Context: an optimization exercise on an open-source flow, tuned for small area. The choices shown serve that exercise and are no tape-out recipe.
Where RTL was checked, it was by simulation tests only, not by an equivalence proof against the original.
Power is estimated from default activity; no workload was simulated.

// smv16b
module smv16b(
	output	[15:0]	dout_inst,
	output	reg [15:0]	dout_avg,
	input 	[15:0]	din,
	input 	run,
	input	sysrst,
	input	clk
);
For scale: ~51 I/O pins, about 0.0077 mm2 of cells after synthesis.
==> module smv16b, before the edit <==
module smv16b(
	output	[15:0]	dout_inst,
	output	reg [15:0]	dout_avg,
	input 	[15:0]	din,
	input 	run,
	input	sysrst,
	input	clk
);
	localparam [5:0] S_IDLE = 6'd0;
	localparam [5:0] S_POLL = 6'd1;
	localparam [5:0] S_F1   = 6'd3;    
	localparam [5:0] S_F20  = 6'd22;   
	localparam [5:0] S_F34  = 6'd6;    
	localparam [3:0] C_0    = 4'd0;
	localparam [3:0] C_13   = 4'd4;
	reg [5:0]  t;
	reg [3:0]  c;
	reg        clr;     
	reg        pend;    
	reg [15:0] ring [0:13];
	reg [15:0] n_q, d;
	reg [19:0] acc;
	wire [15:0] tap = ring[13];
	wire [15:0] n   = ~n_q;
	wire rst   = ~sysrst;
	wire load  = (t == S_F1);
	wire swap  = pend & (c == C_0);
	wire cwrap = (c == C_13);
	wire keep  = ~swap & ~clr;
	wire n_din = sysrst & load;
	wire n_tap = sysrst & swap;
	wire n_hld = sysrst & ~load & ~swap;
	wire d_new = sysrst & load;
	wire d_hld = sysrst & ~load;
	wire [5:0] t_lfsr = {t[4:0], ~(t[5] ^ t[4])};
	wire [3:0] c_lfsr = {c[2:0], ~(c[3] ^ c[2])};
	wire        init = (t == S_F20);
	wire [19:0] opa  = ({20{init}} & {4'b0, d}) | ({20{~init}} & acc);
	wire [19:0] opb  = {4'b0, ({16{init}} & n) | ({16{~init}} & tap)};
	wire [19:0] sum;
	wire [20:0] cy;
	assign cy[0] = 1'b0;
	genvar k;
	generate
		for (k = 0; k < 20; k = k + 1) begin : g_add
			assign sum[k]  = opa[k] ^ opb[k] ^ cy[k];
			assign cy[k+1] = (opa[k] & opb[k]) | (opa[k] & cy[k]) | (opb[k] & cy[k]);
		end
	endgenerate
	assign dout_inst = d;
	integer i;
	always @(posedge clk) begin
		for (i = 13; i > 0; i = i - 1)
			ring[i] <= ring[i-1];
		ring[0] <= ({16{swap}} & n) | ({16{keep}} & tap);
	end
	always @(posedge clk) begin
		if (rst) begin
			t    <= S_IDLE;
			c    <= C_0;
			clr  <= 1'b1;
			pend <= 1'b0;
		end else begin
			if (t == S_F34)
				t <= S_POLL;
			else if (t == S_POLL && !run)
				t <= S_IDLE;
			else
				t <= t_lfsr;
			if (cwrap || swap)
				c <= C_0;
			else
				c <= c_lfsr;
			if (cwrap)
				clr <= 1'b0;
			if (load)
				pend <= 1'b1;
			else if (swap)
				pend <= 1'b0;
		end
	end
	always @(posedge clk) begin
		n_q <= ~(({16{n_din}} & din) | ({16{n_tap}} & tap) | ({16{n_hld}} & n));
		d   <= ({16{d_new}} & n) | ({16{d_hld}} & d);
	end
	always @(posedge clk) begin
		acc <= sum;
		if (t == S_F34 && sysrst)
			dout_avg <= sum[19:4];
	end
endmodule
clock: 10.0 ns
lec_check: 0
cap_margin: 20
core_margin: 2
core_utilization: 70
cts_buf_list: sky130_fd_sc_hd__clkbuf_8
cts_cluster_diameter: 60
cts_cluster_size: 19
place_density: 0.8
slew_margin: 20
standard.sh (not shown) runs the stock make flow with config.mk's settings and CLKGATE_MAP_FILE= SYNTH_SCRIPT=/design/flow/synth_recipe.tcl, a recipe that flattens the netlist after the stock synthesis.
==> flow/flow/run.sh <==
#!/bin/bash
# The standard ORFS layout (standard.sh) with two changes:
#  - synthesis maps the combinational logic with an area-oriented ABC script
#    (flow/abc_area.script) instead of ORFS's speed script; everything else
#    in synthesis (incl. -nofsm -noshare, flatten, rename) is unchanged, so the
#    registers are the standard synthesis's;
#  - the port buffers inserted by buffer_ports use the smallest buffer cell.
# Each tool's output goes to a log file in this folder.
set -euo pipefail
W=$(pwd)
# synthesis script: synth_recipe.tcl, sourcing a copy of ORFS's synth.tcl whose
# abc call uses our ABC script
sed 's#^  log_cmd abc {\*}\$abc_args#  set abc_args [lreplace $abc_args 1 1 '"$W"'/flow/abc_area.script]\n  log_cmd abc {*}$abc_args#' \
  "$FLOW_HOME/scripts/synth.tcl" > "$W/synth_area.tcl"
grep -q "flow/abc_area.script" "$W/synth_area.tcl"
sed "s#source \$::env(SCRIPTS_DIR)/synth.tcl#source $W/synth_area.tcl#" synth_recipe.tcl > "$W/synth_recipe_area.tcl"
grep -q "synth_area.tcl" "$W/synth_recipe_area.tcl"
sed "s#SYNTH_SCRIPT=[^ ]*#SYNTH_SCRIPT=$W/synth_recipe_area.tcl#" standard.sh > "$W/standard_area.sh"
grep -q "synth_recipe_area.tcl" "$W/standard_area.sh"
export BUFFER_PORTS_ARGS="-buffer_cell sky130_fd_sc_hd__buf_1"
export CTS_ARGS="-sink_clustering_enable -repair_clock_nets -dont_use_dummy_load -buf_list {sky130_fd_sc_hd__clkbuf_4 sky130_fd_sc_hd__clkbuf_8} -sink_clustering_buffer sky130_fd_sc_hd__clkbuf_8 -root_buf sky130_fd_sc_hd__clkbuf_4 -sink_clustering_size 19 -sink_clustering_max_diameter 60"
bash "$W/standard_area.sh" > "$W/flow_orfs.log" 2>&1
==> flow/flow/abc_area.script <==
strash
dch -f
amap
topo
dnsize
Then changed:
--- a/flow/design.v
+++ b/flow/design.v
@@ -254,39 +254,40 @@
 	input 	[15:0]	din,
 	input 	run,
 	input	sysrst,
 	input	clk
 );
-	localparam [5:0] S_IDLE = 6'd0;
-	localparam [5:0] S_POLL = 6'd1;
-	localparam [5:0] S_F1   = 6'd3;    
-	localparam [5:0] S_F20  = 6'd22;   
-	localparam [5:0] S_F34  = 6'd6;    
-	localparam [3:0] C_0    = 4'd0;
-	localparam [3:0] C_13   = 4'd4;
+	localparam [5:0] S_IDLE = 6'd28;
+	localparam [5:0] S_POLL = 6'd56;
+	localparam [3:0] C_0    = 4'd1;
+	localparam [3:0] C_13   = 4'd8;
 	reg [5:0]  t;
+	wire st_poll = t[5] & t[4] & t[3];               
+	wire st_f1   = t[5] & t[4] & t[0];               
+	wire st_f20  = ~t[4] & t[3] & t[2] & ~t[0];      
+	wire st_f34  = t[2] & t[1] & t[0];               
 	reg [3:0]  c;
 	reg        clr;     
 	reg        pend;    
 	reg [15:0] ring [0:13];
 	reg [15:0] n_q, d;
 	reg [19:0] acc;
 	wire [15:0] tap = ring[13];
 	wire [15:0] n   = ~n_q;
 	wire rst   = ~sysrst;
-	wire load  = (t == S_F1);
-	wire swap  = pend & (c == C_0);
-	wire cwrap = (c == C_13);
+	wire load  = st_f1;
+	wire swap  = pend & ~c[3] & ~c[2] & ~c[1];       
+	wire cwrap = ~c[2] & ~c[1] & ~c[0];       
 	wire keep  = ~swap & ~clr;
 	wire n_din = sysrst & load;
 	wire n_tap = sysrst & swap;
 	wire n_hld = sysrst & ~load & ~swap;
 	wire d_new = sysrst & load;
 	wire d_hld = sysrst & ~load;
 	wire [5:0] t_lfsr = {t[4:0], ~(t[5] ^ t[4])};
 	wire [3:0] c_lfsr = {c[2:0], ~(c[3] ^ c[2])};
-	wire        init = (t == S_F20);
+	wire        init = st_f20;
 	wire [19:0] opa  = ({20{init}} & {4'b0, d}) | ({20{~init}} & acc);
 	wire [19:0] opb  = {4'b0, ({16{init}} & n) | ({16{~init}} & tap)};
 	wire [19:0] sum;
 	wire [20:0] cy;
 	assign cy[0] = 1'b0;
@@ -309,13 +310,13 @@
 			t    <= S_IDLE;
 			c    <= C_0;
 			clr  <= 1'b1;
 			pend <= 1'b0;
 		end else begin
-			if (t == S_F34)
+			if (st_f34)
 				t <= S_POLL;
-			else if (t == S_POLL && !run)
+			else if (st_poll && !run)
 				t <= S_IDLE;
 			else
 				t <= t_lfsr;
 			if (cwrap || swap)
 				c <= C_0;
@@ -333,9 +334,9 @@
 		n_q <= ~(({16{n_din}} & din) | ({16{n_tap}} & tap) | ({16{n_hld}} & n));
 		d   <= ({16{d_new}} & n) | ({16{d_hld}} & d);
 	end
 	always @(posedge clk) begin
 		acc <= sum;
-		if (t == S_F34 && sysrst)
+		if (st_f34 && sysrst)
 			dout_avg <= sum[19:4];
 	end
 endmodule
After rerunning:
- The new run completed without violations
- worst setup slack gets better by 270 ps
- via count drops by 1.0%
- clock power drops by about 2%
- register-to-register slack gets better by 270 ps
- hold slack gets better by 6.0 ps
- critical path depth does not change
- design area drops by 0.75%
- wire length drops by 5.3%
- fmax climbs by 3.0%
- global-route usage drops by 0.35 points
For the second run of this note, only the layout was checked, not whether the RTL still works.

## port drivers added, routing unchanged
The results above use ideal ports. As a check the final layouts listed here were re-extracted and re-timed, cells and wires unchanged. Step 1 sets driving cells, clkbuf_16 on the clock port and buf_2 on the other inputs (assumed; they add their load-dependent delay and slew). Step 2 moves the port delays by t, midway between the first and last clock arrival at a register: inputs arrive t later, outputs are due t later. That takes back most of the time a late clock gives input paths. Slacks: ideal / step 1 / step 2; pairs: ideal / step 1.
run	shift t [ns]	setup slack, ns	worst hold slack (ns)	clock arrival spread, ns	worst data-port slew with drivers (ns)
the first run	0.627	0.592 / 0.592 / 0.592	0.325 / 0.325 / 0.325	0.029 / 0.028	0.04
the second run	0.613	0.867 / 0.867 / 0.867	0.331 / 0.331 / 0.331	0.017 / 0.017	0.03
After both steps every run listed still meets setup and hold.
